Background: an optimization exercise with open tools, aiming at a short achievable clock period and few clock cycles. Do not read the settings as production practice. The RTL was checked by simulation tests, not by an equivalence proof against the original design. Power is estimated from default activity; no workload was simulated.

==> v24 <==
Design mips, start of the top module:
module mips(
	input clk, reset,
    output [31:0] instr_addr,
    input [31:0] instr_in,
    output [31:0] data_addr,
    input [31:0] data_in,
    output logic [31:0] data_out,
    output logic [1:0] data_access_size,
    output data_rd_wr);
	parameter [31:0] pc_init = 0;
	parameter [31:0] sp_init = 0;
	parameter [31:0] ra_init = 0;
	localparam BI = 3;                
	localparam BN = 1 << BI;
	localparam BT = 6;                
	localparam BW = 14;               
	logic [31:0] pc, pc_out, pc_next;
	assign instr_addr = pc_out;
	wire [31:0] pc_plus4 = pc + 32'd4;
	logic [BN-1:0] btb_v;
	logic [BT-1:0] btb_tag [0:BN-1];
	logic [BW-1:0] btb_tgt [0:BN-1];
	wire [BI-1:0] f_idx = pc[BI+1:2];
	wire f_hit = btb_v[f_idx] && (btb_tag[f_idx] == pc[BT+BI+1:BI+2]);
	wire [31:0] f_pred = f_hit ? {pc[31:BW+2], btb_tgt[f_idx], pc[1:0]} : pc_plus4;
	logic iv, iw_ptk;                           
	logic [31:0] iw_pc, iw_pc4, iw_pnpc;
	logic hold_v, hold_ptk, skid_v, skid_ptk;
	logic [31:0] hold_ir, hold_pc, hold_pc4, hold_pnpc;
	logic [31:0] skid_ir, skid_pc, skid_pc4, skid_pnpc;
	logic [31:0] ras;
	wire use_in = !(hold_v || skid_v);
  ...
==> flow/config.mk <==
export PLATFORM = sky130hd
export DESIGN_NAME = mips
export DESIGN_NICKNAME = mips
export VERILOG_FILES = /design/flow/design.v
export SDC_FILE = /design/flow/constraint.sdc
export NUM_CORES = 4
export LEC_CHECK = 0
export CAP_MARGIN = 20
export CORE_MARGIN = 2
export CORE_UTILIZATION = 40
export PLACE_DENSITY = 0.6
export SLEW_MARGIN = 20
==> flow/constraint.sdc <==
create_clock -name core_clock -period 15.0 [get_ports {clk}]
set_input_delay 3.0000 -clock core_clock [delete_from_list [all_inputs] [get_ports {clk}]]
set_output_delay 3.0000 -clock core_clock [all_outputs]
set_load 0.01 [all_outputs]
standard.sh (not shown) runs the stock make flow with config.mk's settings and CLKGATE_MAP_FILE= SYNTH_SCRIPT=/design/flow/synth_recipe.tcl, a recipe that flattens the netlist after the stock synthesis.
==> flow/flow/run.sh <==
#!/bin/bash
set -euo pipefail
bash standard.sh SETUP_SLACK_MARGIN=10.5 "BUFFER_PORTS_ARGS=-buffer_cell sky130_fd_sc_hd__buf_8" finish > standard_flow.log 2>&1
==> v25 (differences from v24) <==
--- a/flow/design.v
+++ b/flow/design.v
@@ -126,25 +126,27 @@
 	parameter [31:0] sp_init = 0;
 	parameter [31:0] ra_init = 0;
 	localparam BI = 3;                
 	localparam BN = 1 << BI;
 	localparam BT = 6;                
 	localparam BW = 14;               
-	logic [31:0] pc, pc_out, pc_next;
-	assign instr_addr = pc_out;
+	logic [31:0] pc, pc_next;
+	assign instr_addr = pc;
 	wire [31:0] pc_plus4 = pc + 32'd4;
 	logic [BN-1:0] btb_v;
 	logic [BT-1:0] btb_tag [0:BN-1];
 	logic [BW-1:0] btb_tgt [0:BN-1];
 	wire [BI-1:0] f_idx = pc[BI+1:2];
 	wire f_hit = btb_v[f_idx] && (btb_tag[f_idx] == pc[BT+BI+1:BI+2]);
 	wire [31:0] f_pred = f_hit ? {pc[31:BW+2], btb_tgt[f_idx], pc[1:0]} : pc_plus4;
 	logic iv, iw_ptk;                           
 	logic [31:0] iw_pc, iw_pc4, iw_pnpc;
 	logic hold_v, hold_ptk, skid_v, skid_ptk;
-	logic [31:0] hold_ir, hold_pc, hold_pc4, hold_pnpc;
+	logic [31:0] hold_ir, hold_pc, hold_pc4, hold_pnp, hold_tgt;
+	logic hold_rd;
+	wire [31:0] hold_pnpc = hold_rd ? hold_tgt : hold_pnp;
 	logic [31:0] skid_ir, skid_pc, skid_pc4, skid_pnpc;
 	logic [31:0] ras;
 	wire use_in = !(hold_v || skid_v);
 	wire [31:0] q_ir = hold_v ? hold_ir : skid_ir;
 	wire [31:0] ir = use_in ? instr_in : q_ir;
 	wire [31:0] id_pc = hold_v ? hold_pc : skid_v ? skid_pc : iw_pc;
@@ -156,54 +158,59 @@
 	wire [5:0] op = ir[31:26];
 	wire [5:0] fn = ir[5:0];
 	wire [4:0] rs = ir[25:21];
 	wire [4:0] rt = ir[20:16];
 	wire [4:0] rd = ir[15:11];
 	wire [15:0] imm = ir[15:0];
-	wire is_r    = (op == 6'h00);
-	wire is_sll  = is_r && (fn == 6'h00);
-	wire is_addu = is_r && (fn == 6'h21);
-	wire is_subu = is_r && (fn == 6'h23);
-	wire is_jr   = is_r && (fn == 6'h08);
-	wire is_mul  = (op == 6'h1c) && (fn == 6'h02);
-	wire is_addiu = (op == 6'h09);
-	wire is_lui  = (op == 6'h0f);
-	wire is_slti = (op == 6'h0a);
-	wire is_lw   = (op == 6'h23);
-	wire is_lbu  = (op == 6'h24);
-	wire is_sw   = (op == 6'h2b);
-	wire is_sb   = (op == 6'h28);
-	wire is_j    = (op == 6'h02);
-	wire is_jal  = (op == 6'h03);
-	wire is_beq  = (op == 6'h04);
-	wire is_bne  = (op == 6'h05);
-	wire is_br   = is_beq || is_bne;
-	wire is_jmp  = is_j || is_jal;
-	wire is_ld   = is_lw || is_lbu;
-	wire is_st   = is_sw || is_sb;
+	wire is_r    = !op[5] && !op[3] && !op[2] && !op[1];        
+	wire is_sll  = is_r && !fn[5] && !fn[3];                    
+	wire is_addu = is_r && fn[5] && !fn[1];                     
+	wire is_subu = is_r && fn[5] && fn[1];                      
+	wire is_jr   = is_r && fn[3];                               
+	wire is_mul  = op[4];                                       
+	wire is_imm  = !op[5] && !op[4] && op[3];                   
+	wire is_addiu = is_imm && !op[1];                           
+	wire is_lui  = is_imm && op[2];                             
+	wire is_slti = is_imm && op[1] && !op[2];                   
+	wire is_ld   = op[5] && !op[3];                             
+	wire is_st   = op[5] && op[3];                              
+	wire is_lw   = is_ld && op[1];                              
+	wire is_lbu  = is_ld && !op[1];                             
+	wire is_sw   = is_st && op[1];                              
+	wire is_sb   = is_st && !op[1];                             
+	wire is_jmp  = !op[5] && !op[3] && op[1];                   
+	wire is_jal  = is_jmp && op[0];                             
+	wire is_br   = !op[5] && !op[3] && op[2];                   
+	wire is_bne  = is_br && op[0];                              
 	wire [4:0] id_dst = (is_sll || is_addu || is_subu || is_mul) ? rd :
 	                    (is_addiu || is_lui || is_slti || is_ld) ? rt :
 	                    is_jal ? 5'd31 : 5'd0;
 	wire id_wen = (id_dst != 5'd0);
 	wire use_rs = is_addu || is_subu || is_mul || is_addiu || is_slti || is_ld || is_st || is_br || is_jr;
 	wire use_rt = is_sll || is_addu || is_subu || is_mul || is_st || is_br;
 	logic e_v;
-	logic [31:0] e_a, e_b, e_imm, e_k, e_pc, e_pc4, e_jt, e_pnpc;
+	logic [31:0] e_a, e_b, e_imm, e_k, e_pc, e_pc4, e_jt, e_pn_t, e_pn_p;
 	logic [31:0] e_tokv;
-	wire e_tok = &e_tokv;
+	logic e_rd, e_tok_rv;
+	wire [31:0] e_pnpc = e_rd ? e_pn_t : e_pn_p;
+	wire e_tok = e_rd ? e_tok_rv : &e_tokv;
 	logic [4:0] e_sh, e_dst;
 	logic e_faM, e_faW, e_faX, e_fbM, e_fbW, e_fbX;
 	logic e_sel_add, e_sel_sub, e_sel_shl, e_sel_slt;
 	logic e_use_imm, e_wen, e_ld, e_lbu, e_st, e_sb, e_mul, e_br, e_bne, e_jmp, e_jr;
 	logic m_v;
 	logic [31:0] m_res, m_addr, m_dout;
 	logic [1:0] m_size;
 	logic m_rd;
 	logic [4:0] m_dst;
 	logic m_wen, m_ld, m_lbu, m_mul;
 	logic [191:0] m_rows;
+	logic m_bu, m_btk;
+	logic [BI-1:0] m_bidx;
+	logic [BT-1:0] m_btag;
+	logic [BW-1:0] m_btgt;
 	assign data_addr = m_addr;
 	assign data_out = m_dout;
 	assign data_access_size = m_size;
 	assign data_rd_wr = m_rd;
 	logic w_v;
 	logic [31:0] w_res;
@@ -271,45 +278,52 @@
 			iv <= 1'b0;
 			hold_v <= 1'b0;
 			skid_v <= 1'b0;
 			e_v <= 1'b0;
 			m_v <= 1'b0;
 			w_v <= 1'b0;
+			m_bu <= 1'b0;
 			btb_v <= '0;
 			ras <= ra_init;
 		end else begin
 			pc <= pc_next;
 			iv <= !(redir_e || redir_id);
 			hold_v <= stall && !redir_e;
 			skid_v <= !(redir_e || redir_id) && hold_v && (skid_v || iv);
 			e_v <= id_v && !stall && !redir_e;
 			m_v <= e_v;
 			w_v <= m_v;
-			if (e_v && (e_br || e_jmp)) begin
-				if (taken) btb_v[e_idx] <= 1'b1;
-				else if (btb_tag[e_idx] == e_pc[BT+BI+1:BI+2]) btb_v[e_idx] <= 1'b0;
+			m_bu <= e_v && (e_br || e_jmp);
+			if (m_bu) begin
+				if (m_btk) btb_v[m_bidx] <= 1'b1;
+				else if (btb_tag[m_bidx] == m_btag) btb_v[m_bidx] <= 1'b0;
 			end
 			if (id_v && is_jal) ras <= id_pc4 + 32'd4;
 		end
 	end
 	always @(posedge clk) begin
-		if (e_v && (e_br || e_jmp) && taken) begin
-			btb_tag[e_idx] <= e_pc[BT+BI+1:BI+2];
-			btb_tgt[e_idx] <= e_tgt[BW+1:2];
+		if (m_bu && m_btk) begin
+			btb_tag[m_bidx] <= m_btag;
+			btb_tgt[m_bidx] <= m_btgt;
 		end
-		pc_out <= reset ? pc_init : pc_next;
+		m_btk <= taken;
+		m_bidx <= e_idx;
+		m_btag <= e_pc[BT+BI+1:BI+2];
+		m_btgt <= e_tgt[BW+1:2];
 		m_rd <= !(e_v && e_st);
 		iw_pc <= pc;
 		iw_pc4 <= pc_plus4;
 		iw_ptk <= f_hit;
 		iw_pnpc <= f_pred;
 		hold_ir <= ir;
 		hold_pc <= id_pc;
 		hold_pc4 <= id_pc4;
 		hold_ptk <= id_ptk || redir_id;
-		hold_pnpc <= redir_id ? id_tgt : id_pnpc;
+		hold_rd <= redir_id;
+		hold_tgt <= id_tgt;
+		hold_pnp <= id_pnpc;
 		if (hold_v && !skid_v) begin
 			skid_ir <= instr_in;
 			skid_pc <= iw_pc;
 			skid_pc4 <= iw_pc4;
 			skid_ptk <= iw_ptk;
 			skid_pnpc <= iw_pnpc;
@@ -319,14 +333,17 @@
 		x_val <= w_val;
 		e_imm <= id_sext;
 		e_k <= is_lui ? {imm, 16'b0} : (id_pc4 + 32'd4);
 		e_pc <= id_pc;
 		e_pc4 <= id_pc4;
 		e_jt <= id_jtgt;
-		e_tokv <= redir_id ? {32{!is_br || bb_lo[6]}} : is_br ? tgt_okv : ~(id_pnpc ^ id_jtgt);
-		e_pnpc <= redir_id ? id_tgt : id_pnpc;
+		e_rd <= redir_id;
+		e_tok_rv <= !is_br || bb_lo[6];
+		e_tokv <= is_br ? tgt_okv : ~(id_pnpc ^ id_jtgt);
+		e_pn_t <= id_tgt;
+		e_pn_p <= id_pnpc;
 		e_sh <= ir[10:6];
 		e_dst <= id_dst;
 		e_wen <= id_wen;
 		e_faM <= rs_e;
 		e_faW <= !rs_e && rs_m;
 		e_fbM <= rt_e;
==> qor summary <==
Sequential power: v25 0.00816 W; v24 0.00763 W
Worst Setup Slack, final: v25 10250 ps; v24 10250 ps
Reg2reg path depth: v25 14; v24 24
Leakage power: v25 48.42 nW; v24 50.53 nW
Data arrival time of the critical path: v25 5480 ps; v24 5570 ps
Pin count of the biggest net entering global routing: v25 140; v24 77
Fraction of the mapped netlist area in compound gates: v25 0.1292; v24 0.1307
Internal power: v25 0.01733 W; v24 0.01474 W
Detailed-routing iteration count for the pre-antenna-repair pass: v25 19; v24 9
Drt via density: v25 6.405; v24 6.527
Area Overhead vs Synth: v25 21.63%; v24 24.59%
Worst-case hold slack: v25 334.1 ps; v24 330.0 ps
Result of the run: v25 complete, no violations; v24 complete, no violations
Fraction of post-synthesis cell area in the top cell type by area: v25 0.3349; v24 0.3300
Clock period minus worst slack: v25 4752 ps; v24 4749 ps
Post-synthesis cell type count: v25 89; v24 99
Count of vias placed by the detailed router: v25 87010; v24 92270
Antenna fix cells: v25 26; v24 8
Post-synthesis share of cell area spent on xor and xnor gates: v25 0.03803; v24 0.03639
Setup WS pre-CTS: v25 7581 ps; v24 7563 ps
Testbench counts of v24, summed over its fixed seeds: cycles 170,066.
Testbench counts of v25, summed over its fixed seeds: cycles 170,054.

[separate check: timing with driven ports]
Ports are ideal in the flow. The routed layouts listed here were re-timed in OpenROAD.
Step 1 (the two cells are an assumption about what drives the block):
set clk [get_ports {clk}]
set_driving_cell -lib_cell sky130_fd_sc_hd__clkbuf_16 $clk
set_driving_cell -lib_cell sky130_fd_sc_hd__buf_2 [delete_from_list [all_inputs] $clk]
Step 2 adds t to the input delays and takes it off the output delays; t is the mean of the earliest and latest rising clock arrival at the registers after step 1. Input paths then give back, and output paths get back, about the clock's delay inside the block.
a / b / c = ideal ports / drivers / drivers and shift; a / b = the first two.
run	t (ns)	setup slack, ns	worst setup path at the end
v24	0.991	10.251 / 10.251 / 9.365	input to register
v25	0.992	10.247 / 10.289 / 9.308	input to register
After both steps setup and hold are still met in every run listed. For v25, which loses most, drivers alone change the setup slack by +0.042 ns; drivers and shift together by -0.939 ns.
